Context: an optimization exercise on an open-source flow, tuned for small area and a short achievable clock period. The choices shown serve that exercise and are no tape-out recipe.
No run shown here included a check of the RTL's function; only the layout flow was run.
No activity file was given, so power comes from the tool's default toggle rates.

==> flow/design.v (outline; a module is shown in full before it is edited, if it fits) <==
// module mac: 2618 lines
// module mac_fa: 4 lines
module mac (
    input  logic               i_nrst,
    input  logic               i_clk,
    input  logic signed  [7:0] i_a0, i_a1, i_a2, i_a3, i_a4, i_a5, i_a6, i_a7,
    input  logic signed  [7:0] i_b0, i_b1, i_b2, i_b3, i_b4, i_b5, i_b6, i_b7,
    output logic signed [18:0] o_res
);
  // ...
==> flow/run.sh <==
#!/bin/bash
# synth_recipe.tcl (not shown) runs the flow's synth.tcl, then flattens the netlist and writes it again
# the make line also repeats each setting of config.mk as NAME=value (left out here)
make -C /OpenROAD-flow-scripts/flow DESIGN_CONFIG=/design/flow/config.mk WORK_HOME=/design/flow/orfs CLKGATE_MAP_FILE= SYNTH_SCRIPT=/design/flow/synth_recipe.tcl finish
==> flow/config.mk <==
export PLATFORM = sky130hd
export DESIGN_NAME = mac
export DESIGN_NICKNAME = mac
export VERILOG_FILES = /design/flow/design.v
export SDC_FILE = /design/flow/constraint.sdc
export NUM_CORES = 4
export LEC_CHECK = 0
export CAP_MARGIN = 20
export CORE_MARGIN = 5
export CORE_UTILIZATION = 40
export SETUP_SLACK_MARGIN = 2.5
export SLEW_MARGIN = 20
export SYNTH_HIERARCHICAL = 1
export SYNTH_MINIMUM_KEEP_SIZE = 0
==> flow/constraint.sdc <==
create_clock -name core_clock -period 5.5 [get_ports {i_clk}]
set_input_delay 1.1000 -clock core_clock [delete_from_list [all_inputs] [get_ports {i_clk}]]
set_output_delay 1.1000 -clock core_clock [all_outputs]
set_load 0.01 [all_outputs]
==> flow_summary.ini, run 1 <==
[logic_synthesis]
synth_seq_cells = 247
synth_mux_area_share_pct = 0
synth-simple-area-share_pct = 14.1

[status]
status = timing/DRC/antenna clean

[die]
start_util_pct = 40.5
ioPinCount = 149

[global_route]
use_met3_pct = 6.11
overflow = 0
antenna_found_initial = 0

[clock_network]
cts_buffer_depth = 3

[cells_and_area]
nonClockBufferCount = 236
final_common_cell = nand2_1
instances_no_fill = 2297
nFillCells = 3841
post-route-util_pct = 52.2

[critical_path]
reg2reg_to = r2[5]
r2r.worst_path.cells = 7
startpoint_type = flop
crit_arrival_ns = 2.44

[pwr]
intPower_mw = 6.39
power.total_mw = 10.6
power_frac_clock_pct = 18.2
power_clock_mw = 1.94
pwr.group.combinational_mw = 6.06

[timing]
rsz0062_at_grt = yes
fin_crit_sh_pct = 64.4

[placement]
io_buffers = 148
gp_congestion = 1.01

[worst_hold_path]
hp-start = nrst_d1

[drt]
dr.pass1.iters = 5
==> inputs of run 2 (changes only) <==
==> flow/flow/run.sh (new file) <==
#!/bin/bash
set -e
export BUFFER_PORTS_ARGS="-buffer_cell sky130_fd_sc_hd__buf_1"
bash standard.sh > standard.log 2>&1
==> flow/standard.sh (new file) <==
#!/bin/bash
# synth_recipe.tcl (not shown) runs the flow's synth.tcl, then flattens the netlist and writes it again
# the make line also repeats each setting of config.mk as NAME=value (left out here)
make -C /OpenROAD-flow-scripts/flow DESIGN_CONFIG=/design/flow/config.mk WORK_HOME=/design/flow/orfs CLKGATE_MAP_FILE= SYNTH_SCRIPT=/design/flow/synth_recipe.tcl "${@:-finish}"
--- a/flow/config.mk
+++ b/flow/config.mk
@@ -8,7 +8,7 @@
 export CAP_MARGIN = 20
 export CORE_MARGIN = 5
 export CORE_UTILIZATION = 40
-export SETUP_SLACK_MARGIN = 2.5
+export SETUP_SLACK_MARGIN = 2.0
 export SLEW_MARGIN = 20
 export SYNTH_HIERARCHICAL = 1
 export SYNTH_MINIMUM_KEEP_SIZE = 0
removed: flow/run.sh
==> run 2 against run 1 <==
Effect of this change: still clean; register-to-register slack worse by 0.18 ns; routed wire length down 0.99%; critical path depth unchanged; combinational power down 5.9%; flip-flop and latch count unchanged; setup slack better by 0.035 ns; sequential share of layout area up 1.6 points; global-route usage down 0.11 points; non-clock buffer count down 80; die area unchanged; clock skew down 0.0044 ns; utilization down 6.9 points; critical path type unchanged.
==> flow_summary.ini, run 2 <==
[status]
status = timing/DRC/antenna clean

[die]
chipWidth_um = 224
die_h_um = 224
dieArea_um2 = 50300
start_util_pct = 40.5
num_rows = 78
coreArea_um2 = 45400
ioPinCount = 149

[logic_synthesis]
synth.top_cell.area_share_pct = 53.0
synth.most_common_cell = fa_1
ys_top_cells_by_area = fa_1 53%, dfxtp_1 27%, nand2_1 8.4%
ys_types = 38
syn_area_per_cell_um2 = 12.0
ys.flop_type = dfxtp_1
synth.yosys.seq_area_share_pct = 26.9
synth_seq_cells = 247
async_flop_share_pct = 0
ys_warn_count = 7
yosys.area.top_type = fa_1
synth.cell_area_um2 = 18400
synth_edf_count = 0
synth_common_cells = 486 x fa_1, 413 x nand2_1, 247 x dfxtp_1
postSynthCellCount = 1526

[timing]
tightest_slew_ns = 0.525
tns_ns = 0
fin_crit_sh_pct = 63.7
setup_violations = 0
fin_crit_ns = 3.51
relSlewSlack_pct = 65.0
hold_violations = 0
timing.clock.skew_ns = 0.00776
drv_slew = 0
rsz0062_at_grt = yes
fmax_mhz = 285

[placement]
dpl.hpwl_um = 50200
gp_congestion = 0.957
io_buffers = 148

[pwr]
cellLeakagePower_nw = 7.59
max-vdd-ir-drop_v = 0.000369
power.total_mw = 10.3
pwr_density_cell_nw_per_um2 = 499

[clock_network]
cts_buffer_depth = 3
clock_latency_ns = 0.57
cts_root_buffer = clkbuf_16
htreeDepth = 1
postCtsHoldBufs = 0
cts_tree = done
clkSlewWorstSetupHoldPaths_ns = 0.06
numCtsBuffers = 28
clock-sinks = 247

[cells_and_area]
regMostFlops = r2
nNetsFinal = 2232
drive_gt1_share_pct = 9.88
areaGrowthSynthToFinish_pct = 11.9
reg_top3 = r2: 82 flops, rx: 19 flops, ry: 16 flops
final_common_cell = fa_1
post-route-util_pct = 45.3
layout_common_cells = 486 x fa_1, 411 x nand2_1, 182 x dfxtp_1, 138 x buf_1, 113 x and2_1
antenna_cells = 0
largest_reg_flops = 82
nFillCells = 4167

[drt]
wirelength_um = 60200
dr.pass1.iters = 5
drt-initial-drc-count = 900
vias = 11600
wl_per_cell_um = 27.1
drcViolationCount = 0
drtAntennaViolNets = 0
viasPerCell = 5.23

[critical_path]
reg2reg_to = r2[25]
path_class = reg2out
startpoint_type = flop
regToRegStartpoint = rb4[0]
crit_path_end = o_res[18]
cp-end-kind = output pin
rrSetupSlack_ns = 2.08
crit_start = ry[0]
worst_ep_required_time_ns = 4.40
path_max_fanout = 3
r2r.worst_path.cells = 6
crit_arrival_ns = 2.41

[global_route]
grtUsageTotal_pct = 24.6
grt_pass1_vias = 13700
antenna_found_initial = 1
grt_max_degree = 36
overflow = 0
grt_pass1_wl_um = 89500

[job]
maxCapViolCount = 0

[worst_hold_path]
min_path_type = reg2reg
## run 2: worst min-delay path by stage
stage / endpoint / cells after the start / from / slack [ns]
floorplan: nrst_d2 / 0 / nrst_d1 / 0.33
global placement: nrst_d2 / 0 / nrst_d1 / 0.34
detailed placement: nrst_d2 / 0 / nrst_d1 / 0.35
CTS: nrst_d2 / 0 / nrst_d1 / 0.35
global route: nrst_d2 / 0 / nrst_d1 / 0.36
finish: nrst_d2 / 0 / nrst_d1 / 0.35
## run 2: cell type report
type,instances,area [µm²],area share (%)
clock buffer,37,806,3.92
clock inverter,13,129,0.627
inverter,3,11.3,0.0548
multi-input combinational,1163,13200,64.2
sequential,247,5030,24.5
tap,600,751,3.65
timing repair buffer,156,632,3.07
## run 2: routing by layer
metal	wire, µm	GRT usage (%)	share of wire (%)
met4	3770	12.6	6.3
met5	13	0	0.022
met2	29500	41.8	49
met1	22600	30.1	37
met3	4350	4.80	7.2
## run 2: report_power, final
| part | internal, mW | leakage (nW) | switching (mW) |
|---|---|---|---|
| Combinational | 2.57 | 5.05 | 3.13 |
| Clock | 1.09 | 0.460 | 0.792 |
| Sequential | 2.30 | 2.07 | 0.379 |
| Total | 5.95 | 7.59 | 4.30 |
## run 2: Yosys stat by module (local to each module, per instance)
module,area [µm²],cells inside,flip-flops and latches
mac,8630,1040,247
mac_fa,20.0,1,0
## run 2: kinds of logic after synthesis
logic type               share of synthesized area (%)
XOR/XNOR                                         0.668
other                                           0.0409
adder cells (fa/ha/maj)                           54.1
buffers and inverters                             2.51
AND/OR/NAND/NOR                                   14.1
AO/OA/AOI/OAI                                     1.59
flip-flops                                        26.9
## run 2: through the flow
stage	cell area (µm²)	worst slack [ns]	hold slack [ns]	cells
after floorplan	18400	2.35	0.330	1532
after global placement	19300	1.90	0.339	2162
after detailed placement	19300	1.90	0.346	2162
after CTS	20400	1.90	0.352	2218
after global routing	20500	1.88	0.356	2219
final	20500	1.99	0.351	2219
## run 2: what timing repair did
action	CTS	global route
cloned	0	0
endpoints found under the setup margin	39	34
resized for setup	46	75
pin swaps	9	8
setup buffers	6	1
## run 2: critical path, stage by stage (launching register included)
cell and delay, ns:
dfxtp_2 0.34, ha_4 0.14, ha_4 0.14, nand3_4 0.07, a211oi_4 0.33, nand4_1 0.20
a311o_1 0.30, a31oi_1 0.15, buf_2 0.16

separate check: timing with driven ports:
In the flow no input, the clock included, has a driving cell. The finished layouts below were timed again as built, in two steps. Step 1 assumes that a clkbuf_16 drives the clock port and a buf_2 every other input. Step 2 times the ports against the registers' clock, not the clock port: input delays grow and output delays shrink by t, the midpoint of the rising clock arrivals with the driver on. Slacks: ideal ports / drivers / drivers and shift; pairs: ideal ports / drivers.
run	shift t [ns]	setup slack, ns	hold slack, ns	pins driven straight from the clock port
run 1	0.601	1.959 / 1.904 / 2.262	0.355 / 0.355 / 0.355	1
run 2	0.615	1.995 / 1.943 / 2.080	0.351 / 0.351 / 0.351	1
After both steps every run listed still meets setup and hold.
